Background: an optimization exercise with open tools, aiming at small area, a short achievable clock period and few clock cycles. Do not read the settings as production practice.
RTL that was checked went through simulation tests only; none was proved equivalent to the original.
For runs 1 and 8, only the layout was checked, not whether the RTL still works.
No driver is modelled on the clock port, so clocking that relies on it looks cheaper here than on a real chip.
Power and IR drop assume default switching activity.

`design/flow/flow/run.sh`:
```
#!/bin/bash
set -euo pipefail
bash standard.sh SETUP_SLACK_MARGIN=7.2 finish > orfs_flow.log 2>&1
```
`design/flow/standard.sh`:
```
#!/bin/bash
# synth_recipe.tcl (not shown) runs the flow's synth.tcl, then flattens the netlist and writes it again
# the make line also repeats each setting of config.mk as NAME=value (left out here)
make -C /OpenROAD-flow-scripts/flow DESIGN_CONFIG=/design/flow/config.mk WORK_HOME=/design/flow/orfs CLKGATE_MAP_FILE= SYNTH_SCRIPT=/design/flow/synth_recipe.tcl "${@:-finish}"
```
`design/flow/config.mk`:
```
export PLATFORM = sky130hd
export DESIGN_NAME = MF
export DESIGN_NICKNAME = MF
export VERILOG_FILES = /design/flow/design.v
export SDC_FILE = /design/flow/constraint.sdc
export NUM_CORES = 4
export LEC_CHECK = 0
export ABC_AREA = 1
export CAP_MARGIN = 20
export CORE_MARGIN = 2
export CORE_UTILIZATION = 65
export CTS_BUF_LIST = sky130_fd_sc_hd__clkbuf_16
export CTS_CLUSTER_DIAMETER = 80
export CTS_CLUSTER_SIZE = 30
export SLEW_MARGIN = 20
```
`design/flow/constraint.sdc`:
```
create_clock -name core_clock -period 10.0 [get_ports {clk}]
set_input_delay 2.0000 -clock core_clock [delete_from_list [all_inputs] [get_ports {clk}]]
set_output_delay 2.0000 -clock core_clock [all_outputs]
set_load 0.01 [all_outputs]
```
`design/flow/design.v`:
```
module MF(
	clk,
	rst_n,
	invalid,
	image_in,
	outvalid,
	image_out
);
input				clk,rst_n,invalid;
input 		[7:0]	image_in;
output	reg 		outvalid;
output	reg [7:0]	image_out;
reg			act;
reg [3:0]	row;
reg [3:0]	col;
reg			hb, hv;		 
wire last = (row == 4'd11);
wire row1_next = act & ((row == 4'd0 & col == 4'd9) | (row == 4'd1 & col != 4'd9));
always @(posedge clk or negedge rst_n) begin
	if (!rst_n) begin
		act <= 1'b0; row <= 4'd0; col <= 4'd0;
	end else if (act & !last) begin
		col <= (col == 4'd9) ? 4'd0 : col + 4'd1;
		row <= (col == 4'd9) ? row + 4'd1 : row;
	end else if (invalid) begin
		act <= 1'b1; row <= 4'd0; col <= 4'd0;
	end else begin
		act <= 1'b0;
	end
end
always @(posedge clk or negedge rst_n) begin
	if (!rst_n) begin
		hb <= 1'b0; hv <= 1'b0;
	end else begin
		hb  <= (col <= 4'd1) | (row == 4'd1) | (row == 4'd10);
		hv  <= act & ((row >= 4'd2) | (row == 4'd1 & col != 4'd0));
	end
end
always @(posedge clk) outvalid <= hv;
function [1:0] cmp8;
	input [7:0] a, b;
	reg [7:0] g, l;
	reg [3:0] g1, l1;
	reg [1:0] g2, l2;
	integer k;
	begin
		g = a & ~b;
		l = ~a & b;
		for (k = 0; k < 4; k = k + 1) begin
			g1[k] = g[2*k+1] | (~l[2*k+1] & g[2*k]);
			l1[k] = l[2*k+1] | (~g[2*k+1] & l[2*k]);
		end
		for (k = 0; k < 2; k = k + 1) begin
			g2[k] = g1[2*k+1] | (~l1[2*k+1] & g1[2*k]);
			l2[k] = l1[2*k+1] | (~g1[2*k+1] & l1[2*k]);
		end
		cmp8 = {g2[1] | (~l2[1] & g2[0]), l2[1] | (~g2[1] & l2[0])};
	end
endfunction
function ge8;	 
	input [7:0] a, b;
	reg [1:0] r;
	begin r = cmp8(a, b); ge8 = ~r[0]; end
endfunction
function gt8;	 
	input [7:0] a, b;
	reg [1:0] r;
	begin r = cmp8(a, b); gt8 = r[1]; end
endfunction
reg [7:0]	in_r;
reg [7:0]	lb [1:20];
reg			ab, ac, bc;
integer i;
wire [7:0] a_d = invalid ? image_in : 8'd0;
wire [7:0] c_d = row1_next ? 8'd0 : lb[19];
always @(posedge clk) begin
	in_r <= a_d;
	lb[1] <= in_r;
	for (i = 2; i <= 19; i = i + 1) lb[i] <= lb[i-1];
	lb[20] <= c_d;
	ab <= invalid ? ge8(image_in, lb[9]) : lb[9] == 8'd0;
	ac <= row1_next | (invalid ? ge8(image_in, lb[19]) : lb[19] == 8'd0);
	bc <= row1_next | ge8(lb[9], lb[19]);
end
wire [7:0] a = in_r, b = lb[10], c = lb[20];
wire [7:0] vmax = (ab & ac) ? a : (!ab & bc) ? b : c;
wire [7:0] vmin = (!ab & !ac) ? a : (ab & !bc) ? b : c;
reg [7:0] x0, x1;	 
reg [7:0] n0, n1;	 
reg [7:0] xp, np;	 
reg       gx, gn;	 
reg       hx, hn;	 
wire       psx_d = gx | (col == 4'd1);	 
wire [7:0] px = psx_d ? x0 : x1;
wire       hx_d = gt8(vmax, px) & (col != 4'd0);	 
wire       psn_d = gn;
wire [7:0] pn = psn_d ? n0 : n1;
wire       hn_d = gt8(pn, vmin);
always @(posedge clk) begin
	x0 <= vmax; x1 <= x0; xp <= px;
	n0 <= vmin; n1 <= n0; np <= pn;
	gx <= ge8(vmax, x0); gn <= ge8(n0, vmin);
	hx <= hx_d; hn <= hn_d;
end
wire [7:0] mx = hx ? x0 : xp;
wire [7:0] mn = hb ? 8'd0 : hn ? n0 : np;
wire [8:0] sum = {1'b0, mx} + {1'b0, mn};
always @(posedge clk) image_out <= sum[8:1];
endmodule
```
==> results.json, run 1 <==
{
  "netlist_top_cells_area": "sky130_fd_sc_hd__dfxtp_1, sky130_fd_sc_hd__nand2_1, sky130_fd_sc_hd__inv_1",
  "route.detailed.wl_per_inst_um": 13.9,
  "fp.dieArea_um2": 12500,
  "timing_worst_slew_pin_value_ns": 0.527,
  "switching_power_mw": 0.893,
  "cts_hold_buf": 0,
  "synthDominantAreaCellType": "sky130_fd_sc_hd__dfxtp_1",
  "hold_path_startpoint": "lb[5][0]$_DFF_P_",
  "grt_start_max_net_pins": 32,
  "crit_fanout": 1,
  "reg2reg_depth": 11,
  "synthesis.area_per_instance_um2": 9.29,
  "fin_worst_hold_slack_ns": 0.326,
  "critPathCaptureType": "output pin",
  "timing_limited_maximum_frequency_mhz": 344,
  "drt_first_iter_violations": 406,
  "clk_path_buf_depth": 3,
  "total_power_mw": 2.57,
  "cp_cell_sequence": "buf_2",
  "port_buffers": 19,
  "internal-power_mw": 1.68,
  "synth-warning-count": 2,
  "die_w_um": 112,
  "worst_ep_arrival_time_ns": 0.91,
  "grt_pass1_vias": 5087,
  "total_negative_setup_slacks_ns": 0,
  "effective_utilization_at_floorplan": 0.664,
  "layout_overhead_on_the_synthesized_area_pct": 9.23,
  "final_core_utilization": 0.725,
  "yosysMostFrequentCell": "sky130_fd_sc_hd__dfxtp_1",
  "insertedDiodeCount": 0,
  "final_hold_viol_count": 0,
  "final_nets": 867,
  "power_switching_share": 0.347,
  "layoutNonFillerInstCount": 987,
  "post_synth_instance_area_um2": 7550,
  "run_status": "complete, no violations",
  "vias": 5136,
  "mappedNetlistNets": 839,
  "hold_depth": 0,
  "cp-start-kind": "flop",
  "p_clk_frac": 0.207,
  "max_cap_viol_count": 0,
  "ys_seq_area_frac": 0.652,
  "critPathKind": "reg2out",
  "grt_pass1_wl_um": 23700,
  "synth_edf_count": 0,
  "regToRegStartpoint": "hn$_DFF_P_",
  "cellPowerDensity_nw_per_um2": 312,
  "final_cell_area_excluding_filler_cells_um2": 8250,
  "share_seq_of_total_power": 0.490,
  "globalplace.congestion": 0.819,
  "dieHeight_um": 112,
  "slew_headroom": 0.649,
  "rsz0062_at_grt": "true",
  "slowest_delay_ns": 0.31,
  "synth-async-reset-ratio": 0.0453,
  "r2r-end": "image_out[7]$_DFF_P_",
  "synthesis.instances": 813,
  "slowest_stage": "sky130_fd_sc_hd__dfxtp_1",
  "r2r_slack_ns": 7.60,
  "design.core.area_um2": 11400,
  "irDropWorstVdd_uv": 278,
  "io_pins": 20,
  "worst_path_dominant_cell_family": "flip-flops",
  "dpl.cell_count": 970,
  "finalSetupViolations": 0,
  "dp_slack_ns": 6.42,
  "synth.top_cells.by_count": "sky130_fd_sc_hd__dfxtp_1, sky130_fd_sc_hd__nand2_1, sky130_fd_sc_hd__inv_1",
  "power_frac_comb": 0.303,
  "tritoncts.num_buffers": 12,
  "post_route_cells_drive_above_1_share": 0.0521,
  "synth_cell_types": 41,
  "min_to": "lb[6][0]$_DFF_P_",
  "grt_antenna_before_repair": 0,
  "critical_path_cell_count": 1,
  "globalRouteOverflowTotal": 0,
  "cts_tree": "built",
  "synthFlopType": "sky130_fd_sc_hd__dfxtp_1",
  "post-route-worst-setup-slack_ns": 7.09,
  "grt.total_usage": 0.231,
  "timing.final.crit_share": 0.291,
  "cts.reportedPaths.clkPinSlew_ns": 0.11,
  "clock_sink_count": 243,
  "path_buf_inv": 1,
  "ant_nets": 0,
  "clock_insertion_delay_worst_skew_ns": 0.47,
  "min-delay-path-class": "reg2reg",
  "drt_first_pass_iters": 12,
  "dp.final_hpwl_um": 9910,
  "timing_max_transition_violations_final": 0,
  "seq_cells_post_synth": 243,
  "synth_top_area_share": 0.615,
  "drc": 0,
  "finalWorstPathRequiredPeriod_ns": 2.91,
  "dpl-instance-area_um2": 7900,
  "detail_route.vias_per_cell": 5.20,
  "worstPathRequired_ns": 8.00,
  "timing.clock.skew_ns": 0.0165,
  "wire_length_reported_by_the_detailed_router_um": 13800,
  "leakage_nw": 4.03,
  "placement_rows": 39,
  "ctsHtreeMaxLevel": 1,
  "clockRootBuffer": "sky130_fd_sc_hd__clkbuf_16"
}
## worst max-delay path by stage
stage	start	endpoint	slack [ns]
after floorplan	image_in[6]	ab$_DFF_P_	7.31
after global placement	invalid	col[2]$_DFFE_PN0P_	6.50
after detailed placement	invalid	col[2]$_DFFE_PN0P_	6.42
after CTS	image_out[5]$_DFF_P_	image_out[5]	7.07
after global routing	image_out[5]$_DFF_P_	image_out[5]	7.06
final	outvalid$_DFF_P_	outvalid	7.09
## power groups by stage
stage | Clock [mW] | Sequential [mW] | Combinational, mW
2_1_floorplan | 0 | 1.25 | 0.593
3_5_place_dp | 0 | 1.28 | 0.786
4_1_cts | 0.546 | 1.26 | 0.778
6_report | 0.532 | 1.26 | 0.780
5_1_grt | 0.574 | 1.28 | 0.908
3_3_place_gp | 0 | 1.27 | 0.752
## area by class of cell
type / count / area [um2]
Tap cell: 143 / 179
Inverter: 113 / 424
Clock buffer: 13 / 325
Fill cell: 835 / 3120
Timing Repair Buffer: 19 / 159
Clock inverter: 4 / 36.3
Multi-Input combinational cell: 452 / 2200
Sequential cell: 243 / 4920
## layer usage
| metal | global-route usage | share of wire | vias to the layer above |
|---|---|---|---|
| li1 | - | - | 2601 |
| met1 | 0.303 | 0.45 | 2341 |
| met2 | 0.398 | 0.47 | 152 |
| met3 | 0.0310 | 0.047 | 42 |
| met4 | 0.0774 | 0.030 | 0 |
| met5 | 0 | 0 | - |
## layout by cell type (no fill, tap or decap), types with 2 or more instances in the layout
cell type	n
sky130_fd_sc_hd__o211ai_1	4
sky130_fd_sc_hd__or2_1	4
sky130_fd_sc_hd__dlygate4sd2_1	4
sky130_fd_sc_hd__o22ai_1	5
sky130_fd_sc_hd__a31oi_1	4
sky130_fd_sc_hd__inv_2	9
sky130_fd_sc_hd__or2_0	2
sky130_fd_sc_hd__nand2_1	208
sky130_fd_sc_hd__dfrtp_1	11
sky130_fd_sc_hd__nor3_1	2
sky130_fd_sc_hd__nand2_2	2
sky130_fd_sc_hd__nor2_2	3
sky130_fd_sc_hd__inv_1	104
sky130_fd_sc_hd__nand3_1	52
sky130_fd_sc_hd__a21oi_1	26
sky130_fd_sc_hd__dfxtp_1	231
sky130_fd_sc_hd__clkbuf_16	13
sky130_fd_sc_hd__nor2_1	49
sky130_fd_sc_hd__xor2_1	7
sky130_fd_sc_hd__dlymetal6s2s_1	5
sky130_fd_sc_hd__o221ai_1	3
sky130_fd_sc_hd__o21ai_0	37
sky130_fd_sc_hd__nand4_1	4
sky130_fd_sc_hd__ha_1	14
sky130_fd_sc_hd__buf_2	8
sky130_fd_sc_hd__xnor2_1	2
sky130_fd_sc_hd__o21ai_1	9
## flip-flops by register name (all words and copies together), names as in the netlist
signal	count
n0	8
x0	8
act	1
col	4
hb	1
n1	8
image_out	8
outvalid	1
np	8
in_r	8
bc	1
hx	1
row	4
hv	1
gx	1
ab	1
x1	8
xp	8
lb	160
hn	1
gn	1
ac	1
## repair_timing
action,4_1_cts,5_1_grt
endpoints found under the setup margin,20,11
gates resized for setup,44,10
setup buffers,0,0
pin swaps,1,1
## cell families (layout without fill, tap and decap cells)
kind of cell | Yosys count | in the layout | share of synthesized area
buffers and inverters | 118 | 149 | 0.0588
adders and majority gates | 15 | 15 | 0.0258
AOI/OAI and AO/OA | 99 | 99 | 0.0751
xor gates and xnor gates | 9 | 9 | 0.0104
and+or+nand+nor | 329 | 329 | 0.178
DFF | 243 | 243 | 0.652
==> run 2: changes to the inputs <==
--- a/design/flow/design.v
+++ b/design/flow/design.v
@@ -23,8 +23,6 @@
 		col <= (col == 4'd9) ? 4'd0 : col + 4'd1;
 		row <= (col == 4'd9) ? row + 4'd1 : row;
-	end else if (invalid) begin
-		act <= 1'b1; row <= 4'd0; col <= 4'd0;
 	end else begin
-		act <= 1'b0;
+		act <= invalid; row <= 4'd0; col <= 4'd0;
 	end
 end
==> design/flow/flow/run.sh (replaced) <==
#!/bin/bash
set -euo pipefail
KNOBS="SETUP_SLACK_MARGIN=7.2"
bash standard.sh $KNOBS cts > orfs_flow_cts.log 2>&1
R=orfs/results/$FLOW_PLATFORM/MF/base
openroad -no_init -exit -threads "${NUM_CORES:-4}" flow/unroot.tcl > unroot.log 2>&1
bash standard.sh $KNOBS finish > orfs_flow_finish.log 2>&1
==> design/flow/flow/unroot.tcl (new file) <==
set odb orfs/results/$::env(FLOW_PLATFORM)/MF/base/4_cts.odb
read_db $odb
set block [ord::get_db_block]
set port_net [[$block findBTerm clk] getNet]
set roots {}
foreach it [$port_net getITerms] { lappend roots [$it getInst] }
if {[llength $roots] != 1} { puts "unroot: clock port drives [llength $roots] cells; left as is"; exit 0 }
set root [lindex $roots 0]
set master [[$root getMaster] getName]
if {![string match "sky130_fd_sc_hd__clkbuf_*" $master]} { puts "unroot: root is $master; left as is"; exit 0 }
set out_net ""
foreach it [$root getITerms] {
  if {[$it isOutputSignal]} { set out_net [$it getNet] }
}
set loads {}
foreach it [$out_net getITerms] {
  if {[$it getInst] ne $root} { lappend loads $it }
}
if {[llength $loads] > 4 || [llength [$out_net getBTerms]] > 0} { puts "unroot: root drives [llength $loads] pins; left as is"; exit 0 }
foreach it $loads { $it disconnect; $it connect $port_net }
puts "unroot: removed [$root getName] ($master); clock port now drives [llength $loads] buffers"
odb::dbInst_destroy $root
odb::dbNet_destroy $out_net
write_db $odb
--- a/design/flow/config.mk
+++ b/design/flow/config.mk
@@ -10,5 +10,5 @@
 export CORE_MARGIN = 2
 export CORE_UTILIZATION = 65
-export CTS_BUF_LIST = sky130_fd_sc_hd__clkbuf_16
+export CTS_BUF_LIST = sky130_fd_sc_hd__clkbuf_8 sky130_fd_sc_hd__clkbuf_16
 export CTS_CLUSTER_DIAMETER = 80
 export CTS_CLUSTER_SIZE = 30
==> results.json, run 2 <==
{
  "total_negative_setup_slacks_ns": 0,
  "slowest_delay_ns": 0.33,
  "synth_fa_ha_area_frac": 0.0258,
  "grt.total_usage": 0.224,
  "hold_path_startpoint": "lb[15][7]$_DFF_P_",
  "drt_first_pass_iters": 5,
  "slowest_stage": "sky130_fd_sc_hd__dfxtp_2",
  "synthFlopType": "sky130_fd_sc_hd__dfxtp_1",
  "grt_start_max_net_pins": 32,
  "grt_antenna_before_repair": 0,
  "detail_route.vias_per_cell": 5.15,
  "ctsHtreeMaxLevel": 1,
  "muxShareOfSynthArea": 0,
  "synth-warning-count": 2,
  "total_power_mw": 2.13,
  "mappedNetlistNets": 825,
  "max_cap_viol_count": 0,
  "largest-register": "lb",
  "synthDominantAreaCellType": "sky130_fd_sc_hd__dfxtp_1",
  "cts_tree": "built",
  "worstPathRequired_ns": 8.00,
  "run_status": "complete, no violations",
  "design.core.area_um2": 11400,
  "dieHeight_um": 112,
  "post_synth_and_or_nand_nor_area_fraction": 0.182,
  "min-delay-path-class": "reg2reg",
  "fp.dieArea_um2": 12500,
  "clock_sink_count": 243,
  "hold_depth": 0,
  "worst_path_dominant_cell_family": "flip-flops",
  "placement_rows": 39,
  "synth.top_cells.by_count": "sky130_fd_sc_hd__dfxtp_1, sky130_fd_sc_hd__nand2_1, sky130_fd_sc_hd__inv_1",
  "dp_slack_ns": 6.63,
  "ys_seq_area_frac": 0.651,
  "worst_ep_arrival_time_ns": 0.79,
  "globalplace.congestion": 0.898,
  "synthesis.instances": 799,
  "cellPowerDensity_nw_per_um2": 259,
  "regToRegStartpoint": "hn$_DFF_P_",
  "grt_pass1_vias": 4862,
  "netlist_top_cells_area": "sky130_fd_sc_hd__dfxtp_1, sky130_fd_sc_hd__nand2_1, sky130_fd_sc_hd__inv_1",
  "io_pins": 20,
  "reg2reg_depth": 9,
  "clockRootBuffer": "sky130_fd_sc_hd__clkbuf_16",
  "post_synth_instance_area_um2": 7550,
  "globalRouteOverflowTotal": 0,
  "cts_setup_buffers": 0,
  "synth_edf_count": 0,
  "crit_fanout": 1,
  "synthesis.area_per_instance_um2": 9.45,
  "rsz0062_at_grt": "true",
  "crit_path_start": "image_out[5]$_DFF_P_",
  "post-route-worst-setup-slack_ns": 7.21,
  "insertedDiodeCount": 0,
  "timing_worst_slew_pin_value_ns": 0.504,
  "critical_path_cell_count": 1,
  "critPathCaptureType": "output pin",
  "critPathKind": "reg2out",
  "synth_top_family_by_area": "simple AND/OR/NAND/NOR gates",
  "timing_max_transition_violations_final": 0,
  "clock_insertion_delay_worst_skew_ns": 0.34,
  "seq_cells_post_synth": 243,
  "vias": 5008,
  "tritoncts.num_buffers": 12,
  "effective_utilization_at_floorplan": 0.664,
  "port_buffers": 19,
  "drc": 0,
  "yosysMostFrequentCell": "sky130_fd_sc_hd__dfxtp_1",
  "path_buf_inv": 1,
  "cp-start-kind": "flop",
  "ant_nets": 0,
  "timing.final.crit_share": 0.279,
  "leakage_nw": 3.96,
  "finalSetupViolations": 0,
  "dp.final_hpwl_um": 9820,
  "mostFrequentLayoutCells": "sky130_fd_sc_hd__dfxtp_1, sky130_fd_sc_hd__nand2_1, sky130_fd_sc_hd__inv_1",
  "irDropWorstVdd_uv": 206,
  "die_w_um": 112,
  "synth_cell_types": 40,
  "yosys.area_share.xor_xnor": 0.0116,
  "detail_route.wirelength.met1_um": 6330,
  "synth_top_area_share": 0.615,
  "detailroute.wirelength.met2_um": 6370,
  "wire_length_reported_by_the_detailed_router_um": 13700,
  "post_route_cells_drive_above_1_share": 0.0748,
  "final_hold_viol_count": 0,
  "route.detailed.wl_per_inst_um": 14.1,
  "synth_compound_gate_area_share": 0.0701,
  "drt_first_iter_violations": 297,
  "detailroute.wirelength.met3_um": 503,
  "cts.reportedPaths.clkPinSlew_ns": 0.10,
  "top_signal_layer_used": "met4",
  "slew_headroom": 0.663,
  "fin_worst_hold_slack_ns": 0.318,
  "layout_overhead_on_the_synthesized_area_pct": 9.10,
  "synth-async-reset-ratio": 0.0453,
  "final_nets": 851,
  "timing_limited_maximum_frequency_mhz": 359,
  "cp_cell_sequence": "buf_6",
  "clk_path_buf_depth": 3,
  "finalWorstPathRequiredPeriod_ns": 2.79,
  "largest_register_ffs": 160,
  "timing.clock.skew_ns": 0.0281,
  "final_common_cell": "sky130_fd_sc_hd__dfxtp_1",
  "grt_pass1_wl_um": 22900,
  "final_core_utilization": 0.725
}
run 2: cell count changes after synthesis, moves of 3 or more:
cell	delta
sky130_fd_sc_hd__nand2_1	-26
sky130_fd_sc_hd__or2_1	-3
sky130_fd_sc_hd__or2_2	+4
sky130_fd_sc_hd__nor4_1	+3
sky130_fd_sc_hd__a21oi_1	-8
sky130_fd_sc_hd__inv_1	-5
sky130_fd_sc_hd__nand2_2	+9
sky130_fd_sc_hd__nor2_1	+14
sky130_fd_sc_hd__nand3_1	-6
run 2: routing by layer:
metal | global-route usage | vias up
met5 | 0 | -
met4 | 0.0798 | 0
met3 | 0.0212 | 47
met2 | 0.380 | 134
met1 | 0.303 | 2280
li1 | - | 2547
run 2: what timing repair did:
item | in CTS | in global routing
hold buffers | 0 | 0
setup endpoints to repair | 11 | 8
pin swaps | 0 | 4
gates resized for setup | 44 | 13
run 2: final timing paths:
| kind | end | slack (ns) |
|---|---|---|
| worst min-delay path | lb[16][7]$_DFF_P_ | 0.32 |
| min in group asynchronous | row[3]$_DFFE_PN0P_ | 1.98 |
| worst min register to register | lb[16][7]$_DFF_P_ | 0.32 |
| worst max register to register | image_out[5]$_DFF_P_ | 7.72 |
| max in group asynchronous | hb$_DFF_PN0_ | 7.67 |
| worst max-delay path | image_out[5] | 7.21 |
run 2: through the flow:
| step | instance area (um2) | cells |
|---|---|---|
| 6_report | 8240 | 972 |
| 5_1_grt | 8240 | 972 |
| 4_1_cts | 8240 | 973 |
| 3_5_place_dp | 7880 | 955 |
| 3_3_place_gp | 7880 | 955 |
| 2_1_floorplan | 7550 | 799 |
run 2: logic make-up after synthesis:
logic type / count (synthesis)
fa+ha+maj: 15
compound gates: 92
xor+xnor: 10
flops: 243
simple gates: 325
buf+inv: 114
run 2: layout make-up:
class	instances	area, um2
Timing Repair Buffer	19	161
Multi-Input combinational cell	442	2200
Clock buffer	12	300
Sequential cell	243	4920
Tap cell	143	179
Fill cell	828	3130
Inverter	108	408
Clock inverter	5	71.3
run 2: power breakdown:
group	total (mW)	switching [mW]	internal, mW
clock network	0.528	0.278	0.251
logic	0.453	0.283	0.170
registers	1.15	0.0614	1.09
total	2.13	0.622	1.51
Testbench counts of run 2, summed over its fixed seeds: cycles 14,464.
==> run 3: changes to the inputs <==
--- a/design/flow/config.mk
+++ b/design/flow/config.mk
@@ -10,5 +10,5 @@
 export CORE_MARGIN = 2
 export CORE_UTILIZATION = 65
-export CTS_BUF_LIST = sky130_fd_sc_hd__clkbuf_8 sky130_fd_sc_hd__clkbuf_16
+export CTS_BUF_LIST = sky130_fd_sc_hd__clkbuf_16
 export CTS_CLUSTER_DIAMETER = 80
 export CTS_CLUSTER_SIZE = 30
==> results.json, run 3 <==
{
  "post-route-worst-setup-slack_ns": 7.21,
  "grt_pass1_wl_um": 22900,
  "synth_edf_count": 0,
  "grt.total_usage": 0.224,
  "dp.final_hpwl_um": 9820,
  "min-delay-path-class": "reg2reg",
  "total_negative_setup_slacks_ns": 0,
  "placement_rows": 39,
  "worst_path_dominant_cell_family": "flip-flops",
  "mostFrequentLayoutCells": "sky130_fd_sc_hd__dfxtp_1, sky130_fd_sc_hd__nand2_1, sky130_fd_sc_hd__inv_1",
  "final_nets": 851,
  "grt_pass1_vias": 4862,
  "drt_first_pass_iters": 5,
  "regToRegStartpoint": "hn$_DFF_P_",
  "wire_length_reported_by_the_detailed_router_um": 13700,
  "mappedNetlistNets": 825,
  "globalRouteOverflowTotal": 0,
  "synthesis.instances": 799,
  "path_buf_inv": 1,
  "insertedDiodeCount": 0,
  "dp_slack_ns": 6.63,
  "cts_setup_buffers": 0,
  "synthesis.area_per_instance_um2": 9.45,
  "globalplace.congestion": 0.898,
  "fp.dieArea_um2": 12500,
  "r2r-end": "image_out[5]$_DFF_P_",
  "irDropWorstVdd_uv": 206,
  "critical_path_cell_count": 1,
  "synth.top_cells.by_count": "sky130_fd_sc_hd__dfxtp_1, sky130_fd_sc_hd__nand2_1, sky130_fd_sc_hd__inv_1",
  "final_hold_viol_count": 0,
  "critPathCaptureType": "output pin",
  "clock_sink_count": 243,
  "layout_overhead_on_the_synthesized_area_pct": 9.10,
  "r2r_slack_ns": 7.72,
  "ys_seq_area_frac": 0.651,
  "synth_top_area_share": 0.615,
  "grt_start_max_net_pins": 32,
  "io_pins": 20,
  "layout.area.seq_um2": 4920,
  "largest_register_ffs": 160,
  "slowest_delay_ns": 0.33,
  "worst_ep_arrival_time_ns": 0.79,
  "drc": 0,
  "final_common_cell": "sky130_fd_sc_hd__dfxtp_1",
  "ctsHtreeMaxLevel": 1,
  "synth-warning-count": 2,
  "largest-register": "lb",
  "detail_route.vias_per_cell": 5.15,
  "seq_cells_post_synth": 243,
  "cp-start-kind": "flop",
  "dpl-instance-area_um2": 7880,
  "cts_tree": "built",
  "port_buffers": 19,
  "worstPathRequired_ns": 8.00,
  "slew_headroom": 0.663,
  "slowest_stage": "sky130_fd_sc_hd__dfxtp_2",
  "timing_worst_slew_pin_value_ns": 0.504,
  "timing_max_transition_violations_final": 0,
  "cellPowerDensity_nw_per_um2": 259,
  "finalWorstPathRequiredPeriod_ns": 2.79,
  "crit_path_start": "image_out[5]$_DFF_P_",
  "ant_nets": 0,
  "synth-async-reset-ratio": 0.0453,
  "multi_input_comb_area_um2": 2200,
  "reg2reg_depth": 9,
  "clockRootBuffer": "sky130_fd_sc_hd__clkbuf_16",
  "die_w_um": 112,
  "timing.clock.skew_ns": 0.0281,
  "crit_fanout": 1,
  "clk_path_buf_depth": 3,
  "post_route_cells_drive_above_1_share": 0.0748,
  "critPathCapture": "image_out[5]",
  "effective_utilization_at_floorplan": 0.664,
  "finalSetupViolations": 0,
  "timing_limited_maximum_frequency_mhz": 359,
  "cts.reportedPaths.clkPinSlew_ns": 0.10,
  "run_status": "complete, no violations",
  "clock_insertion_delay_worst_skew_ns": 0.34,
  "design.core.area_um2": 11400,
  "synthDominantAreaCellType": "sky130_fd_sc_hd__dfxtp_1",
  "max_cap_viol_count": 0,
  "timing.final.crit_share": 0.279,
  "leakage_nw": 3.96,
  "cp_cell_sequence": "buf_6",
  "tritoncts.num_buffers": 12,
  "drt_first_iter_violations": 297,
  "grt_antenna_before_repair": 0,
  "final_cell_area_excluding_filler_cells_um2": 8240,
  "critPathKind": "reg2out",
  "filler_cell_count": 828,
  "synth_cell_types": 40,
  "synthFlopType": "sky130_fd_sc_hd__dfxtp_1",
  "post_synth_instance_area_um2": 7550,
  "rsz0062_at_grt": "true",
  "vias": 5008,
  "yosysMostFrequentCell": "sky130_fd_sc_hd__dfxtp_1",
  "dieHeight_um": 112,
  "route.detailed.wl_per_inst_um": 14.1,
  "netlist_top_cells_area": "sky130_fd_sc_hd__dfxtp_1, sky130_fd_sc_hd__nand2_1, sky130_fd_sc_hd__inv_1"
}
[run 3: cell counts in the layout (fill, tap and decap cells not counted)]
Identical to the previous run, type by type.
[run 3: metrics by stage]
step	hold slack (ns)	util	total power, mW	cells
floorplan	0.310	-	1.50	799
global placement	0.310	0.693	1.61	955
detailed placement	0.312	0.693	1.63	955
CTS	0.319	0.725	2.17	973
global route	0.318	0.725	2.26	972
finish	0.318	0.725	2.13	972
[run 3: cell type report]
cell class,count,area share
clock buffers,12,0.0364
repair buffers,19,0.0196
well taps,143,0.0217
clock inverters,5,0.00866
inverters,108,0.0495
flip-flops and latches,243,0.597
multi-input cells,442,0.267
[run 3: kinds of logic after synthesis]
family,share of synthesized area
flip-flops,0.651
adder cells (fa/ha/maj),0.0258
XOR/XNOR,0.0116
AND/OR/NAND/NOR,0.182
buffers and inverters,0.0590
AO/OA/AOI/OAI,0.0701
[run 3: metal layers]
metal | share of wire | GRT usage | routed length (um)
met2 | 0.47 | 0.380 | 6370
met1 | 0.46 | 0.303 | 6330
met4 | 0.034 | 0.0798 | 470
met3 | 0.037 | 0.0212 | 503
met5 | 0 | 0 | 0
[run 3: power by group]
part | total, mW | internal, mW | switching [mW]
Clock | 0.528 | 0.251 | 0.278
Combinational | 0.453 | 0.170 | 0.283
Sequential | 1.15 | 1.09 | 0.0614
Total | 2.13 | 1.51 | 0.622
[run 3: worst register-to-register path: cells and delay by family, from the launching register on]
| family | cells | cell delay [ns] |
|---|---|---|
| adder cells (fa/ha/maj) | 1 | 0.43 |
| AND/OR/NAND/NOR | 2 | 0.16 |
| buffers and inverters | 1 | 0.13 |
| flip-flops | 1 | 0.56 |
| XOR/XNOR | 1 | 0.15 |
| AO/OA/AOI/OAI | 4 | 0.74 |
[run 3: repair_timing]
| item | in CTS | in global routing |
|---|---|---|
| gates resized for setup | 44 | 13 |
| pin swaps | 0 | 4 |
| hold buffers | 0 | 0 |
| endpoints found under the setup margin | 11 | 8 |
| endpoints found under the hold margin | 0 | 0 |
[run 3: worst min path at each step]
| stage | endpoint | cells after the start | from | slack (ns) |
|---|---|---|---|---|
| 4_1_cts | lb[16][7]$_DFF_P_ | 0 | lb[15][7]$_DFF_P_ | 0.32 |
| 6_report | lb[16][7]$_DFF_P_ | 0 | lb[15][7]$_DFF_P_ | 0.32 |
| 2_1_floorplan | lb[12][0]$_DFF_P_ | 0 | lb[11][0]$_DFF_P_ | 0.31 |
| 5_1_grt | lb[16][7]$_DFF_P_ | 0 | lb[15][7]$_DFF_P_ | 0.32 |
| 3_5_place_dp | lb[13][6]$_DFF_P_ | 0 | lb[12][6]$_DFF_P_ | 0.31 |
| 3_3_place_gp | lb[19][4]$_DFF_P_ | 0 | lb[18][4]$_DFF_P_ | 0.31 |
==> run 4: changes to the inputs <==
--- a/design/flow/flow/run.sh
+++ b/design/flow/flow/run.sh
@@ -1,5 +1,5 @@
 #!/bin/bash
 set -euo pipefail
-KNOBS="SETUP_SLACK_MARGIN=7.2"
+KNOBS="SETUP_SLACK_MARGIN=7.7"
 bash standard.sh $KNOBS cts > orfs_flow_cts.log 2>&1
 R=orfs/results/$FLOW_PLATFORM/MF/base
==> results.json, run 4 <==
{
  "synth-async-reset-ratio": 0.0453,
  "seq_cells_post_synth": 243,
  "netlist_top_cells_area": "sky130_fd_sc_hd__dfxtp_1, sky130_fd_sc_hd__nand2_1, sky130_fd_sc_hd__inv_1",
  "clk_path_buf_depth": 3,
  "cts_hold_buf": 0,
  "filler_cell_count": 800,
  "finalSetupViolations": 0,
  "critPathKind": "reg2out",
  "final_common_cell": "sky130_fd_sc_hd__dfxtp_1",
  "mappedNetlistNets": 825,
  "timing.clock.skew_ns": 0.0169,
  "cts_tree": "built",
  "grt_antenna_before_repair": 0,
  "synth_edf_count": 0,
  "globalRouteOverflowTotal": 0,
  "route.detailed.wl_per_inst_um": 14.3,
  "post_synth_instance_area_um2": 7550,
  "synthFlopType": "sky130_fd_sc_hd__dfxtp_1",
  "insertedDiodeCount": 0,
  "drt_first_pass_iters": 6,
  "synthesis.instances": 799,
  "grt.total_usage": 0.228,
  "placement_rows": 39,
  "port_buffers": 19,
  "rsz0062_at_grt": "true",
  "path_buf_inv": 1,
  "dieHeight_um": 112,
  "crit_fanout": 1,
  "slowest_delay_ns": 0.33,
  "timing_limited_maximum_frequency_mhz": 359,
  "wire_length_reported_by_the_detailed_router_um": 14000,
  "globalplace.congestion": 0.928,
  "worst_path_dominant_cell_family": "flip-flops",
  "max_cap_viol_count": 0,
  "clock_sink_count": 243,
  "vias": 5101,
  "grt_start_max_net_pins": 32,
  "slew_headroom": 0.671,
  "grt_pass1_wl_um": 23300,
  "synth_top_area_share": 0.615,
  "die_w_um": 112,
  "critPathCaptureType": "output pin",
  "cts.reportedPaths.clkPinSlew_ns": 0.11,
  "yosysMostFrequentCell": "sky130_fd_sc_hd__dfxtp_1",
  "clockRootBuffer": "sky130_fd_sc_hd__clkbuf_16",
  "layout_overhead_on_the_synthesized_area_pct": 10.6,
  "post-route-worst-setup-slack_ns": 7.22,
  "multi_input_comb_area_um2": 2260,
  "largest-register": "lb",
  "irDropWorstVdd_uv": 263,
  "post_route_cells_drive_above_1_share": 0.123,
  "slowest_stage": "sky130_fd_sc_hd__dfxtp_2",
  "final_hold_viol_count": 0,
  "drc": 0,
  "ctsHtreeMaxLevel": 1,
  "worstPathRequired_ns": 8.00,
  "dp_slack_ns": 6.61,
  "drt_first_iter_violations": 474,
  "cellPowerDensity_nw_per_um2": 257,
  "ant_nets": 0,
  "synthesis.area_per_instance_um2": 9.45,
  "clock_insertion_delay_worst_skew_ns": 0.34,
  "synthDominantAreaCellType": "sky130_fd_sc_hd__dfxtp_1",
  "dp.final_hpwl_um": 9920,
  "leakage_nw": 3.94,
  "layout.area.seq_um2": 4930,
  "finalWorstPathRequiredPeriod_ns": 2.78,
  "min-delay-path-class": "reg2reg",
  "fp.dieArea_um2": 12500,
  "total_negative_setup_slacks_ns": 0,
  "synth-warning-count": 2,
  "largest_register_ffs": 160,
  "cp-start-kind": "flop",
  "ys_seq_area_frac": 0.651,
  "final_nets": 854,
  "design.core.area_um2": 11400,
  "timing.final.crit_share": 0.278,
  "run_status": "complete, no violations",
  "effective_utilization_at_floorplan": 0.664,
  "worst_ep_arrival_time_ns": 0.78,
  "timing_max_transition_violations_final": 0,
  "grt_pass1_vias": 5084,
  "io_pins": 20,
  "cp_cell_sequence": "buf_6",
  "final_core_utilization": 0.734,
  "synth_cell_types": 40,
  "mostFrequentLayoutCells": "sky130_fd_sc_hd__dfxtp_1, sky130_fd_sc_hd__nand2_1, sky130_fd_sc_hd__inv_1",
  "synth.top_cells.by_count": "sky130_fd_sc_hd__dfxtp_1, sky130_fd_sc_hd__nand2_1, sky130_fd_sc_hd__inv_1",
  "timing_worst_slew_pin_value_ns": 0.492,
  "detail_route.vias_per_cell": 5.23,
  "tritoncts.num_buffers": 12
}
[run 4: cell type report]
| type | count | area share |
|---|---|---|
| clock inverters | 5 | 0.00479 |
| multi-input cells | 442 | 0.271 |
| well taps | 143 | 0.0214 |
| flip-flops and latches | 243 | 0.591 |
| repair buffers | 22 | 0.0267 |
| clock buffers | 12 | 0.0360 |
| inverters | 108 | 0.0497 |
[run 4: through the flow]
step,cells,cell area [um2],power [mW],hold WS (ns)
global placement,955,7900,1.61,0.310
detailed placement,955,7900,1.63,0.312
global route,975,8350,2.27,0.329
CTS,975,8340,2.17,0.333
finish,975,8350,2.15,0.329
floorplan,799,7590,1.50,0.310
[run 4: logic make-up (layout without fill, tap and decap cells)]
group	after synthesis	in the layout	share of synthesized area
AND/OR/NAND/NOR	325	325	0.182
flip-flops	243	243	0.651
buffers and inverters	114	147	0.0590
AO/OA/AOI/OAI	92	92	0.0701
adder cells (fa/ha/maj)	15	15	0.0258
XOR/XNOR	10	10	0.0116
[run 4: routing by layer]
layer,global-route usage,wire [um],vias up
met5,0,0,-
met1,0.297,6240,2336
met4,0.0716,374,0
met2,0.403,6690,172
li1,-,-,2564
met3,0.0234,649,29
[run 4: worst paths after layout]
kind / from / end / slack (ns) / cells past startpoint
worst max-delay path: outvalid$_DFF_P_ / outvalid / 7.22 / 1
worst min-delay path: lb[16][7]$_DFF_P_ / lb[17][7]$_DFF_P_ / 0.33 / 0
worst max register to register: hb$_DFF_PN0_ / image_out[7]$_DFF_P_ / 7.86 / 12
worst min register to register: lb[16][7]$_DFF_P_ / lb[17][7]$_DFF_P_ / 0.33 / 0
max in group asynchronous: rst_n / hb$_DFF_PN0_ / 8.06 / 1
min in group asynchronous: rst_n / hv$_DFF_PN0_ / 1.58 / 1
[run 4: where the power goes]
part / internal (mW) / total (mW) / switching, mW
Combinational: 0.189 / 0.484 / 0.295
Clock: 0.225 / 0.505 / 0.280
Sequential: 1.09 / 1.16 / 0.0646
Total: 1.51 / 2.15 / 0.639
[run 4: what timing repair did]
action / in CTS / in global routing
buffers inserted: 2 / 1
resized for setup: 98 / 21
hold endpoints to repair: 0 / 0
endpoints found under the setup margin: 22 / 25
pin swaps: 13 / 13
==> run 5: changes to the inputs <==
--- a/design/flow/flow/run.sh
+++ b/design/flow/flow/run.sh
@@ -1,5 +1,5 @@
 #!/bin/bash
 set -euo pipefail
-KNOBS="SETUP_SLACK_MARGIN=7.7"
+KNOBS="SETUP_SLACK_MARGIN=7.45"
 bash standard.sh $KNOBS cts > orfs_flow_cts.log 2>&1
 R=orfs/results/$FLOW_PLATFORM/MF/base
==> results.json, run 5 <==
{
  "detail_route.vias_per_cell": 5.14,
  "largest_register_ffs": 160,
  "io_pins": 20,
  "grt_pass1_wl_um": 22000,
  "synth-warning-count": 2,
  "grt_start_max_net_pins": 32,
  "synth_edf_count": 0,
  "reg2reg_depth": 9,
  "synthDominantAreaCellType": "sky130_fd_sc_hd__dfxtp_1",
  "max_cap_viol_count": 0,
  "finalSetupViolations": 0,
  "globalRouteOverflowTotal": 0,
  "wire_length_reported_by_the_detailed_router_um": 13200,
  "total_negative_setup_slacks_ns": 0,
  "path_buf_inv": 1,
  "post_synth_instance_area_um2": 7550,
  "route.detailed.wl_per_inst_um": 13.6,
  "final_common_cell": "sky130_fd_sc_hd__dfxtp_1",
  "timing.final.crit_share": 0.277,
  "post_route_cells_drive_above_1_share": 0.0916,
  "drt_first_pass_iters": 5,
  "worst_ep_arrival_time_ns": 0.77,
  "final_hold_viol_count": 0,
  "critical_path_cell_count": 1,
  "crit_fanout": 1,
  "ctsHtreeMaxLevel": 1,
  "port_buffers": 19,
  "min-delay-path-class": "reg2reg",
  "design.core.area_um2": 11400,
  "mostFrequentLayoutCells": "sky130_fd_sc_hd__dfxtp_1, sky130_fd_sc_hd__nand2_1, sky130_fd_sc_hd__inv_1",
  "clockRootBuffer": "sky130_fd_sc_hd__clkbuf_16",
  "globalplace.congestion": 0.914,
  "netlist_top_cells_area": "sky130_fd_sc_hd__dfxtp_1, sky130_fd_sc_hd__nand2_1, sky130_fd_sc_hd__inv_1",
  "synthesis.instances": 799,
  "insertedDiodeCount": 0,
  "synthFlopType": "sky130_fd_sc_hd__dfxtp_1",
  "placement_rows": 39,
  "mappedNetlistNets": 825,
  "critPathCapture": "image_out[5]",
  "critPathCaptureType": "output pin",
  "clk_path_buf_depth": 3,
  "timing_worst_slew_pin_value_ns": 0.515,
  "dieHeight_um": 112,
  "slew_headroom": 0.655,
  "largest-register": "lb",
  "layout_overhead_on_the_synthesized_area_pct": 8.75,
  "synth-async-reset-ratio": 0.0453,
  "worst_path_dominant_cell_family": "flip-flops",
  "total_power_mw": 2.11,
  "die_w_um": 112,
  "irDropWorstVdd_uv": 274,
  "fin_worst_hold_slack_ns": 0.330,
  "synth.top_cells.by_count": "sky130_fd_sc_hd__dfxtp_1, sky130_fd_sc_hd__nand2_1, sky130_fd_sc_hd__inv_1",
  "r2r_slack_ns": 7.76,
  "clock_sink_count": 243,
  "grt_pass1_vias": 4777,
  "synthesis.area_per_instance_um2": 9.45,
  "timing.clock.skew_ns": 0.0173,
  "regToRegStartpoint": "hn$_DFF_P_",
  "vias": 5005,
  "clock_insertion_delay_worst_skew_ns": 0.34,
  "grt_antenna_before_repair": 0,
  "drt_first_iter_violations": 381,
  "tritoncts.num_buffers": 12,
  "effective_utilization_at_floorplan": 0.664,
  "fp.dieArea_um2": 12500,
  "slowest_delay_ns": 0.33,
  "cts.reportedPaths.clkPinSlew_ns": 0.10,
  "synth_cell_types": 40,
  "slowest_stage": "sky130_fd_sc_hd__dfxtp_2",
  "timing_limited_maximum_frequency_mhz": 361,
  "drc": 0,
  "filler_cell_count": 852,
  "worstPathRequired_ns": 8.00,
  "r2r-end": "image_out[5]$_DFF_P_",
  "crit_path_start": "image_out[5]$_DFF_P_",
  "ys_seq_area_frac": 0.651,
  "leakage_nw": 3.91,
  "cts_hold_buf": 0,
  "yosysMostFrequentCell": "sky130_fd_sc_hd__dfxtp_1",
  "cp_cell_sequence": "buf_6",
  "finalWorstPathRequiredPeriod_ns": 2.77,
  "cellPowerDensity_nw_per_um2": 256,
  "rsz0062_at_grt": "true",
  "seq_cells_post_synth": 243,
  "cts_tree": "built",
  "synth_top_area_share": 0.615,
  "final_nets": 853,
  "run_status": "complete, no violations",
  "cp-start-kind": "flop",
  "timing_max_transition_violations_final": 0,
  "grt.total_usage": 0.216,
  "dp.final_hpwl_um": 9610,
  "ant_nets": 0,
  "critPathKind": "reg2out"
}
-- run 5: repair_timing --
| action | CTS | global route |
|---|---|---|
| pin swaps | 9 | 6 |
| gates cloned | 0 | 0 |
| buffers inserted | 2 | 0 |
| setup endpoints to repair | 12 | 11 |
| gates resized for setup | 62 | 14 |
-- run 5: stage by stage --
step	worst slack (ns)	instances	utilization	area, um2
after floorplan	7.29	799	-	7550
after global routing	7.20	973	0.722	8210
after CTS	7.08	974	0.725	8240
after global placement	6.67	955	0.693	7880
final	7.23	973	0.722	8210
after detailed placement	6.63	955	0.693	7880
-- run 5: layer usage --
metal  GRT usage  up-vias  share of wire
met5           0        -              0
met2       0.355      126           0.46
li1            -     2548              -
met1       0.300     2304           0.47
met4      0.0741        0          0.028
met3      0.0267       27          0.045
-- run 5: layout make-up --
class | instances | area (um2) | area share
Multi-Input combinational cell | 442 | 2220 | 0.270
Timing Repair Buffer | 21 | 145 | 0.0177
Clock inverter | 4 | 38.8 | 0.00472
Clock buffer | 12 | 300 | 0.0366
Sequential cell | 243 | 4920 | 0.599
Inverter | 108 | 408 | 0.0497
Tap cell | 143 | 179 | 0.0218
-- run 5: logic make-up after synthesis --
logic type / after synthesis / share of synthesized area
AO/OA/AOI/OAI: 92 / 0.0701
XOR/XNOR: 10 / 0.0116
adder cells (fa/ha/maj): 15 / 0.0258
buffers and inverters: 114 / 0.0590
flip-flops: 243 / 0.651
AND/OR/NAND/NOR: 325 / 0.182
-- run 5: worst min-delay path by stage --
stage	from	to	cells past startpoint
floorplan	lb[11][0]$_DFF_P_	lb[12][0]$_DFF_P_	0
global placement	lb[2][1]$_DFF_P_	lb[3][1]$_DFF_P_	0
detailed placement	lb[12][1]$_DFF_P_	lb[13][1]$_DFF_P_	0
CTS	lb[1][3]$_DFF_P_	lb[2][3]$_DFF_P_	0
global route	lb[1][3]$_DFF_P_	lb[2][3]$_DFF_P_	0
finish	lb[1][3]$_DFF_P_	lb[2][3]$_DFF_P_	0
-- run 5: report_power, final --
part / leakage (nW) / total [mW] / internal, mW / switching, mW
Combinational: 1.67 / 0.447 / 0.168 / 0.279
Clock: 0.174 / 0.510 / 0.226 / 0.283
Sequential: 2.07 / 1.15 / 1.09 / 0.0602
==> run 6: changes to the inputs <==
--- a/design/flow/config.mk
+++ b/design/flow/config.mk
@@ -13,3 +13,4 @@
 export CTS_CLUSTER_DIAMETER = 80
 export CTS_CLUSTER_SIZE = 30
+export GPL_TIMING_DRIVEN = 0
 export SLEW_MARGIN = 20
==> results.json, run 6 <==
{
  "finalSetupViolations": 0,
  "detail_route.vias_per_cell": 5.18,
  "grt_pass1_vias": 5070,
  "synth-async-reset-ratio": 0.0453,
  "synth_top_area_share": 0.615,
  "slowest_stage": "sky130_fd_sc_hd__dfxtp_2",
  "p_clk_frac": 0.238,
  "clockRootBuffer": "sky130_fd_sc_hd__clkbuf_16",
  "fin_worst_hold_slack_ns": 0.334,
  "synthFlopType": "sky130_fd_sc_hd__dfxtp_1",
  "worst_ep_arrival_time_ns": 0.79,
  "switching_power_mw": 0.635,
  "share_seq_of_total_power": 0.538,
  "port_buffers": 19,
  "timing_limited_maximum_frequency_mhz": 358,
  "grt.total_usage": 0.233,
  "dp.final_hpwl_um": 9980,
  "post_route_cells_drive_above_1_share": 0.111,
  "finalWorstPathRequiredPeriod_ns": 2.79,
  "synthesis.instances": 799,
  "cellPowerDensity_nw_per_um2": 255,
  "timing.clock.skew_ns": 0.0231,
  "clock_sink_count": 243,
  "route.detailed.wl_per_inst_um": 14.5,
  "synth.top_cells.by_count": "sky130_fd_sc_hd__dfxtp_1, sky130_fd_sc_hd__nand2_1, sky130_fd_sc_hd__inv_1",
  "io_pins": 20,
  "largest_register_ffs": 160,
  "ctsHtreeMaxLevel": 1,
  "grt_antenna_before_repair": 0,
  "dieHeight_um": 112,
  "r2r_slack_ns": 7.80,
  "filler_cell_count": 853,
  "mappedNetlistNets": 825,
  "clk_path_buf_depth": 3,
  "synth-warning-count": 2,
  "design.core.area_um2": 11400,
  "final_hold_viol_count": 0,
  "layout_overhead_on_the_synthesized_area_pct": 10.4,
  "fp.dieArea_um2": 12500,
  "tritoncts.num_buffers": 12,
  "post_synth_instance_area_um2": 7550,
  "seq_cells_post_synth": 243,
  "run_status": "complete, no violations",
  "total_negative_setup_slacks_ns": 0,
  "effective_utilization_at_floorplan": 0.664,
  "leakage_nw": 3.95,
  "globalplace.congestion": 0.959,
  "final_nets": 859,
  "insertedDiodeCount": 0,
  "synthesis.area_per_instance_um2": 9.45,
  "wire_length_reported_by_the_detailed_router_um": 14200,
  "timing.final.crit_share": 0.279,
  "vias": 5078,
  "worstPathRequired_ns": 8.00,
  "timing_worst_slew_pin_value_ns": 0.510,
  "drc": 0,
  "drt_first_iter_violations": 412,
  "yosysMostFrequentCell": "sky130_fd_sc_hd__dfxtp_1",
  "irDropWorstVdd_uv": 228,
  "power_switching_share": 0.299,
  "cp-start-kind": "flop",
  "crit_fanout": 1,
  "globalRouteOverflowTotal": 0,
  "ys_seq_area_frac": 0.651,
  "cts.reportedPaths.clkPinSlew_ns": 0.11,
  "mostFrequentLayoutCells": "sky130_fd_sc_hd__dfxtp_1, sky130_fd_sc_hd__nand2_1, sky130_fd_sc_hd__inv_1",
  "synth_cell_types": 40,
  "slew_headroom": 0.659,
  "min-delay-path-class": "reg2reg",
  "synthDominantAreaCellType": "sky130_fd_sc_hd__dfxtp_1",
  "max_cap_viol_count": 0,
  "worst_path_dominant_cell_family": "flip-flops",
  "internal-power_mw": 1.49,
  "final_common_cell": "sky130_fd_sc_hd__dfxtp_1",
  "die_w_um": 112,
  "grt_pass1_wl_um": 23700,
  "power_frac_comb": 0.224,
  "total_power_mw": 2.13,
  "grt_start_max_net_pins": 32,
  "netlist_top_cells_area": "sky130_fd_sc_hd__dfxtp_1, sky130_fd_sc_hd__nand2_1, sky130_fd_sc_hd__inv_1",
  "placement_rows": 39,
  "largest-register": "lb",
  "timing_max_transition_violations_final": 0,
  "cts_tree": "built",
  "cp_cell_sequence": "buf_6",
  "slowest_delay_ns": 0.33,
  "drt_first_pass_iters": 5,
  "synth_edf_count": 0,
  "rsz0062_at_grt": "true",
  "critPathCaptureType": "output pin",
  "path_buf_inv": 1,
  "ant_nets": 0,
  "clock_insertion_delay_worst_skew_ns": 0.35,
  "critPathKind": "reg2out"
}
==> run 6: power groups by stage <==
stage	registers, mW	clock network (mW)	logic [mW]
2_1_floorplan	1.15	0	0.341
3_3_place_gp	1.16	0	0.454
3_5_place_dp	1.16	0	0.473
4_1_cts	1.14	0.541	0.467
5_1_grt	1.16	0.549	0.544
6_report	1.14	0.506	0.476
==> run 6: path summary, 6_finish.rpt <==
| path | start | endpoint | cells after the start |
|---|---|---|---|
| max in group asynchronous | rst_n | act$_DFFE_PN0N_ | 1 |
| min reg2reg | lb[8][0]$_DFF_P_ | lb[9][0]$_DFF_P_ | 0 |
| min | lb[8][0]$_DFF_P_ | lb[9][0]$_DFF_P_ | 0 |
| max reg2reg | hn$_DFF_P_ | image_out[7]$_DFF_P_ | 12 |
| max | outvalid$_DFF_P_ | outvalid | 1 |
| min in group asynchronous | rst_n | hb$_DFF_PN0_ | 1 |
==> run 6: final cells by class <==
| cell class | instances | area (um2) | area share |
|---|---|---|---|
| multi-input cells | 442 | 2260 | 0.271 |
| plain buffers | 6 | 50.0 | 0.00601 |
| clock buffers | 12 | 300 | 0.0360 |
| clock inverters | 5 | 37.5 | 0.00450 |
| well taps | 143 | 179 | 0.0215 |
| inverters | 108 | 418 | 0.0501 |
| flip-flops and latches | 243 | 4920 | 0.591 |
| repair buffers | 21 | 169 | 0.0203 |
==> run 6: what timing repair did <==
action,in CTS,in global routing
hold buffers,0,0
gates resized for setup,66,43
setup buffers,1,1
endpoints found under the setup margin,20,13
pin swaps,6,9
==> run 6: stage by stage <==
step                      instances   util  cell area, um2  worst slack, ns
after floorplan                 799      -            7550             7.29
after global placement          961  0.697            7920             6.58
after detailed placement        961  0.697            7920             6.57
after CTS                       980  0.730            8300             7.07
after global routing            980  0.733            8330             7.18
final                           980  0.733            8330             7.21
==> run 6: cells by family (layout without fill, tap and decap cells) <==
group,Yosys count,after routing,synth area share
DFF,243,243,0.651
xor gates and xnor gates,10,10,0.0116
AOI/OAI and AO/OA,92,92,0.0701
and+or+nand+nor,325,325,0.182
buffers and inverters,114,152,0.0590
adders and majority gates,15,15,0.0258
==> run 6: worst register-to-register path, stage by stage, from the launching register on <==
cell and delay, ns:
sky130_fd_sc_hd__dfxtp_1 0.42, sky130_fd_sc_hd__clkbuf_2 0.22, sky130_fd_sc_hd__o21ai_0 0.11, sky130_fd_sc_hd__a21oi_1 0.14, sky130_fd_sc_hd__ha_1 0.30, sky130_fd_sc_hd__a21oi_1 0.14, sky130_fd_sc_hd__o21ai_0 0.16, sky130_fd_sc_hd__nand2_1 0.09
sky130_fd_sc_hd__nand2_1 0.05, sky130_fd_sc_hd__a21oi_1 0.20, sky130_fd_sc_hd__nor2_1 0.06, sky130_fd_sc_hd__o21ai_0 0.14, sky130_fd_sc_hd__nand2_1 0.06
==> run 6: per-layer routing <==
| layer | vias up | part of all wire | wire [um] | global-route usage |
|---|---|---|---|---|
| met2 | 113 | 0.47 | 6660 | 0.392 |
| met3 | 39 | 0.035 | 497 | 0.0250 |
| li1 | 2569 | - | - | - |
| met4 | 0 | 0.041 | 575 | 0.0947 |
| met5 | - | 0 | 0 | 0 |
| met1 | 2357 | 0.45 | 6430 | 0.311 |
==> run 7: changes to the inputs <==
--- a/design/flow/config.mk
+++ b/design/flow/config.mk
@@ -7,5 +7,5 @@
 export LEC_CHECK = 0
 export ABC_AREA = 1
-export CAP_MARGIN = 20
+export CAP_MARGIN = 5
 export CORE_MARGIN = 2
 export CORE_UTILIZATION = 65
@@ -13,4 +13,3 @@
 export CTS_CLUSTER_DIAMETER = 80
 export CTS_CLUSTER_SIZE = 30
-export GPL_TIMING_DRIVEN = 0
-export SLEW_MARGIN = 20
+export SLEW_MARGIN = 5
==> results.json, run 7 <==
{
  "max_cap_viol_count": 0,
  "leakage_nw": 3.91,
  "synthesis.instances": 799,
  "die_w_um": 112,
  "dpl-instance-area_um2": 7880,
  "reg2reg_depth": 9,
  "insertedDiodeCount": 0,
  "crit_fanout": 1,
  "synth_top_area_share": 0.615,
  "final_cell_area_excluding_filler_cells_um2": 8210,
  "globalRouteOverflowTotal": 0,
  "final_common_cell": "sky130_fd_sc_hd__dfxtp_1",
  "grt.total_usage": 0.216,
  "fp.dieArea_um2": 12500,
  "dieHeight_um": 112,
  "tritoncts.num_buffers": 12,
  "run_status": "complete, no violations",
  "cp_cell_sequence": "buf_6",
  "effective_utilization_at_floorplan": 0.664,
  "grt_pass1_wl_um": 22000,
  "yosysMostFrequentCell": "sky130_fd_sc_hd__dfxtp_1",
  "slowest_delay_ns": 0.33,
  "seq_cells_post_synth": 243,
  "ys_seq_area_frac": 0.651,
  "path_buf_inv": 1,
  "io_pins": 20,
  "largest-register": "lb",
  "drt_first_iter_violations": 381,
  "filler_cell_count": 852,
  "wire_length_reported_by_the_detailed_router_um": 13200,
  "drc": 0,
  "grt_antenna_before_repair": 0,
  "synthesis.area_per_instance_um2": 9.45,
  "total_power_mw": 2.11,
  "critPathKind": "reg2out",
  "port_buffers": 19,
  "route.detailed.wl_per_inst_um": 13.6,
  "timing_limited_maximum_frequency_mhz": 361,
  "slew_headroom": 0.655,
  "clk_path_buf_depth": 3,
  "grt_start_max_net_pins": 32,
  "timing.clock.skew_ns": 0.0173,
  "post_synth_instance_area_um2": 7550,
  "irDropWorstVdd_uv": 274,
  "vias": 5005,
  "drt_first_pass_iters": 5,
  "ctsHtreeMaxLevel": 1,
  "synth-async-reset-ratio": 0.0453,
  "timing_worst_slew_pin_value_ns": 0.515,
  "mostFrequentLayoutCells": "sky130_fd_sc_hd__dfxtp_1, sky130_fd_sc_hd__nand2_1, sky130_fd_sc_hd__inv_1",
  "synth_edf_count": 0,
  "worst_path_dominant_cell_family": "flip-flops",
  "clock_insertion_delay_worst_skew_ns": 0.34,
  "clock_sink_count": 243,
  "largest_register_ffs": 160,
  "layout_overhead_on_the_synthesized_area_pct": 8.75,
  "cp-start-kind": "flop",
  "cts_tree": "built",
  "synth-warning-count": 2,
  "min-delay-path-class": "reg2reg",
  "synthDominantAreaCellType": "sky130_fd_sc_hd__dfxtp_1",
  "timing_max_transition_violations_final": 0,
  "timing.final.crit_share": 0.277,
  "finalWorstPathRequiredPeriod_ns": 2.77,
  "cts.reportedPaths.clkPinSlew_ns": 0.10,
  "total_negative_setup_slacks_ns": 0,
  "final_nets": 853,
  "worstPathRequired_ns": 8.00,
  "final_core_utilization": 0.722,
  "synth.top_cells.by_count": "sky130_fd_sc_hd__dfxtp_1, sky130_fd_sc_hd__nand2_1, sky130_fd_sc_hd__inv_1",
  "ant_nets": 0,
  "design.core.area_um2": 11400,
  "clockRootBuffer": "sky130_fd_sc_hd__clkbuf_16",
  "hold_depth": 0,
  "finalSetupViolations": 0,
  "dp.final_hpwl_um": 9610,
  "netlist_top_cells_area": "sky130_fd_sc_hd__dfxtp_1, sky130_fd_sc_hd__nand2_1, sky130_fd_sc_hd__inv_1",
  "rsz0062_at_grt": "true",
  "placement_rows": 39,
  "final_hold_viol_count": 0,
  "globalplace.congestion": 0.914,
  "cellPowerDensity_nw_per_um2": 256,
  "synthFlopType": "sky130_fd_sc_hd__dfxtp_1",
  "slowest_stage": "sky130_fd_sc_hd__dfxtp_2",
  "detail_route.vias_per_cell": 5.14,
  "worst_ep_arrival_time_ns": 0.77,
  "grt_pass1_vias": 4777,
  "critical_path_cell_count": 1,
  "synth_cell_types": 40,
  "critPathCaptureType": "output pin",
  "mappedNetlistNets": 825,
  "post_route_cells_drive_above_1_share": 0.0916
}
==> run 7: changes by cell type in the layout (fill, tap and decap cells not counted), sizes merged <==
cell         before  now
buf              18   15
dlygate4sd2       1    3
clkbuf           19   14
clkinv            4    3
==> run 7: routing by layer <==
metal / part of all wire / track usage / up-vias / routed length (um)
met4: 0.028 / 0.0741 / 0 / 369
met3: 0.045 / 0.0267 / 27 / 601
met1: 0.47 / 0.300 / 2304 / 6190
met5: 0 / 0 / - / 0
met2: 0.46 / 0.355 / 126 / 6090
li1: - / - / 2548 / -
==> run 7: timing repair <==
action	CTS	global route
cloned	0	0
hold buffers	0	0
buffers inserted	2	0
endpoints found under the hold margin	0	0
endpoints found under the setup margin	12	11
gates resized for setup	62	14
pin swaps	9	6
==> run 7: kinds of logic (layout without fill, tap and decap cells) <==
logic type                 count (synthesis)  after routing  share of synthesized area
and+or+nand+nor                          325            325                      0.182
DFF                                      243            243                      0.651
buffers and inverters                    114            145                     0.0590
AOI/OAI and AO/OA                         92             92                     0.0701
adders and majority gates                 15             15                     0.0258
xor gates and xnor gates                  10             10                     0.0116
==> run 7: worst paths after layout <==
| path | start | endpoint | slack (ns) |
|---|---|---|---|
| worst max register to register | hn$_DFF_P_ | image_out[5]$_DFF_P_ | 7.76 |
| worst min-delay path | lb[1][3]$_DFF_P_ | lb[2][3]$_DFF_P_ | 0.33 |
| max in group asynchronous | rst_n | hb$_DFF_PN0_ | 7.66 |
| worst min register to register | lb[1][3]$_DFF_P_ | lb[2][3]$_DFF_P_ | 0.33 |
| min in group asynchronous | rst_n | act$_DFFE_PN0N_ | 1.98 |
| worst max-delay path | image_out[5]$_DFF_P_ | image_out[5] | 7.23 |
==> run 7: final cells by class <==
cell class	count	area, um2	area share
clock buffer	12	300	0.0366
tap	143	179	0.0218
multi-input combinational	442	2220	0.270
inverter	108	408	0.0497
sequential	243	4920	0.599
timing repair buffer	21	145	0.0177
clock inverter	4	38.8	0.00472
==> run 7: power breakdown <==
part	leakage [nW]	internal, mW	switching [mW]
sequential	2.07	1.09	0.0602
clock	0.174	0.226	0.283
combinational	1.67	0.168	0.279
total	3.91	1.48	0.623
==> run 7: metrics by stage <==
step	hold slack [ns]	worst slack (ns)	cells
after floorplan	0.310	7.29	799
after global placement	0.310	6.67	955
after detailed placement	0.312	6.63	955
after CTS	0.331	7.08	974
after global routing	0.333	7.20	973
final	0.330	7.23	973
==> run 8: changes to the inputs <==
--- a/design/flow/design.v
+++ b/design/flow/design.v
@@ -18,21 +18,20 @@
 wire row1_next = act & ((row == 4'd0 & col == 4'd9) | (row == 4'd1 & col != 4'd9));
 always @(posedge clk or negedge rst_n) begin
-	if (!rst_n) begin
-		act <= 1'b0; row <= 4'd0; col <= 4'd0;
-	end else if (act & !last) begin
+	if (!rst_n) act <= 1'b0;
+	else act <= (act & !last) | invalid;
+end
+always @(posedge clk) begin
+	if (act & !last) begin
 		col <= (col == 4'd9) ? 4'd0 : col + 4'd1;
 		row <= (col == 4'd9) ? row + 4'd1 : row;
 	end else begin
-		act <= invalid; row <= 4'd0; col <= 4'd0;
+		row <= 4'd0; col <= 4'd0;
 	end
 end
 always @(posedge clk or negedge rst_n) begin
-	if (!rst_n) begin
-		hb <= 1'b0; hv <= 1'b0;
-	end else begin
-		hb  <= (col <= 4'd1) | (row == 4'd1) | (row == 4'd10);
-		hv  <= act & ((row >= 4'd2) | (row == 4'd1 & col != 4'd0));
-	end
+	if (!rst_n) hv <= 1'b0;
+	else hv <= act & ((row >= 4'd2) | (row == 4'd1 & col != 4'd0));
 end
+always @(posedge clk) hb <= (col <= 4'd1) | (row == 4'd1) | (row == 4'd10);
 always @(posedge clk) outvalid <= hv;
 function [1:0] cmp8;
--- a/design/flow/config.mk
+++ b/design/flow/config.mk
@@ -7,5 +7,5 @@
 export LEC_CHECK = 0
 export ABC_AREA = 1
-export CAP_MARGIN = 5
+export CAP_MARGIN = 20
 export CORE_MARGIN = 2
 export CORE_UTILIZATION = 65
@@ -13,3 +13,3 @@
 export CTS_CLUSTER_DIAMETER = 80
 export CTS_CLUSTER_SIZE = 30
-export SLEW_MARGIN = 5
+export SLEW_MARGIN = 20
==> results.json, run 8 <==
{
  "timing_max_transition_violations_final": 0,
  "yosys.area_share.xor_xnor": 0.00699,
  "layout.area.seq_um2": 4880,
  "leakage_nw": 3.95,
  "io_pins": 20,
  "final_hold_viol_count": 0,
  "globalRouteOverflowTotal": 0,
  "post_synth_and_or_nand_nor_area_fraction": 0.184,
  "timing_limited_maximum_frequency_mhz": 359,
  "ctsHtreeMaxLevel": 1,
  "slew_headroom": 0.607,
  "grt_pass1_wl_um": 23000,
  "clock_insertion_delay_worst_skew_ns": 0.34,
  "wire_length_reported_by_the_detailed_router_um": 13800,
  "mostFrequentLayoutCells": "sky130_fd_sc_hd__dfxtp_1, sky130_fd_sc_hd__nand2_1, sky130_fd_sc_hd__inv_1",
  "placement_rows": 39,
  "finalWorstPathRequiredPeriod_ns": 2.79,
  "timing.final.crit_share": 0.279,
  "total_negative_setup_slacks_ns": 0,
  "effective_utilization_at_floorplan": 0.661,
  "route.detailed.wl_per_inst_um": 14.2,
  "final_common_cell": "sky130_fd_sc_hd__dfxtp_1",
  "ys_seq_area_frac": 0.648,
  "grt_antenna_before_repair": 0,
  "rsz0062_at_grt": "true",
  "layoutNonFillerInstCount": 973,
  "grt.total_usage": 0.225,
  "seq_cells_post_synth": 243,
  "dieHeight_um": 112,
  "groute.layer.met3.usage": 0.0294,
  "largest-register": "lb",
  "synth_top_area_share": 0.641,
  "critPathCaptureType": "output pin",
  "post-route-worst-setup-slack_ns": 7.21,
  "run_status": "complete, no violations",
  "mappedNetlistNets": 828,
  "synthesis.instances": 802,
  "post_synth_instance_area_um2": 7520,
  "dpl.cell_count": 955,
  "post_route_cells_drive_above_1_share": 0.0952,
  "multi_input_comb_area_um2": 2250,
  "grt_start_max_net_pins": 31,
  "die_w_um": 112,
  "synth_cell_types": 40,
  "clk_path_buf_depth": 3,
  "fp.dieArea_um2": 12400,
  "min-delay-path-class": "reg2reg",
  "drt_first_iter_violations": 422,
  "cp-start-kind": "flop",
  "clockRootBuffer": "sky130_fd_sc_hd__clkbuf_16",
  "layout_overhead_on_the_synthesized_area_pct": 9.58,
  "synth_compound_gate_area_share": 0.0719,
  "timing.clock.skew_ns": 0.0218,
  "cts_tree": "built",
  "final_core_utilization": 0.725,
  "design.core.area_um2": 11400,
  "synth-warning-count": 2,
  "ant_nets": 0,
  "grt_pass1_vias": 4933,
  "synthesis.area_per_instance_um2": 9.38,
  "cp_cell_sequence": "buf_6",
  "netlist_top_cells_area": "sky130_fd_sc_hd__dfxtp_1, sky130_fd_sc_hd__nand2_1, sky130_fd_sc_hd__inv_1",
  "crit_fanout": 1,
  "yosysMostFrequentCell": "sky130_fd_sc_hd__dfxtp_1",
  "drt_first_pass_iters": 5,
  "synth_edf_count": 0,
  "worst_ep_arrival_time_ns": 0.79,
  "insertedDiodeCount": 0,
  "synth_fa_ha_area_frac": 0.0260,
  "largest_register_ffs": 160,
  "synth-async-reset-ratio": 0.00823
}
==> run 8: final timing paths <==
path                                      start              endpoint  slack [ns]  cells after the start
max                        image_out[7]$_DFF_P_          image_out[7]        7.21                      1
max reg2reg                          hx$_DFF_P_  image_out[7]$_DFF_P_        7.75                     11
min                            lb[6][4]$_DFF_P_      lb[7][4]$_DFF_P_        0.32                      0
min in group asynchronous                 rst_n          hv$_DFF_PN0_        1.84                      1
max in group asynchronous                 rst_n         act$_DFF_PN0_        8.01                      1
min reg2reg                    lb[6][4]$_DFF_P_      lb[7][4]$_DFF_P_        0.32                      0
==> run 8: layout make-up <==
cell class,count,area share
Tap cell,143,0.0217
Clock inverter,4,0.00729
Sequential cell,243,0.592
Multi-Input combinational cell,441,0.273
Clock buffer,12,0.0364
Timing Repair Buffer,21,0.0194
Inverter,109,0.0506
==> run 8: cells by family after synthesis <==
group	Yosys count
simple gates	330
xor+xnor	6
buf+inv	118
flops	243
compound gates	90
fa+ha+maj	15
==> run 8: metrics by stage <==
step / instance area (um2) / hold slack (ns) / total power [mW]
2_1_floorplan: 7520 / 0.310 / 1.82
3_3_place_gp: 7830 / 0.310 / 1.98
3_5_place_dp: 7830 / 0.312 / 2.02
4_1_cts: 8200 / 0.322 / 2.56
5_1_grt: 8240 / 0.324 / 2.71
6_report: 8240 / 0.317 / 2.53
==> run 8: report_power, final <==
part | total, mW | internal (mW) | switching (mW) | leakage [nW]
Clock | 0.532 | 0.250 | 0.282 | 0.177
Sequential | 1.26 | 1.15 | 0.108 | 2.03
Combinational | 0.743 | 0.272 | 0.471 | 1.74
Total | 2.53 | 1.67 | 0.860 | 3.95
==> run 8: timing repair <==
action,4_1_cts,5_1_grt
buffers inserted,0,2
gates resized for setup,62,49
pin swaps,6,16
setup endpoints to repair,12,12
==> run 8: layer usage <==
layer,share of wire,vias up,wire length [um]
met1,0.46,2282,6360
met4,0.030,0,420
met5,0,-,0
met3,0.050,41,693
li1,-,2572,-
met2,0.46,165,6370

==> what the ideal ports hide <==
The flow's constraints put no driver on any port. The routed layouts listed below were extracted and timed again, unchanged, in two steps. Step 1 assumes that a clkbuf_16 drives the clock port and a buf_2 every other input. Step 2, shift: input delay + t, output delay - t, t = (earliest + latest rising clock arrival at the registers) / 2. This alone moves slack from input paths to output paths. Three values: ideal ports, drivers, drivers and shift; two values: the first two.
run	t (ns)	setup slack, ns
run 1	0.502	7.093 / 7.055 / 6.823
run 2	0.380	7.213 / 7.162 / 6.898
run 3	0.380	7.213 / 7.162 / 6.898
run 4	0.387	7.216 / 7.165 / 7.085
run 5	0.388	7.231 / 7.179 / 6.974
run 6	0.391	7.208 / 7.154 / 7.076
run 7	0.388	7.231 / 7.179 / 6.974
run 8	0.387	7.212 / 7.159 / 7.083
After both steps every run listed still meets setup and hold.
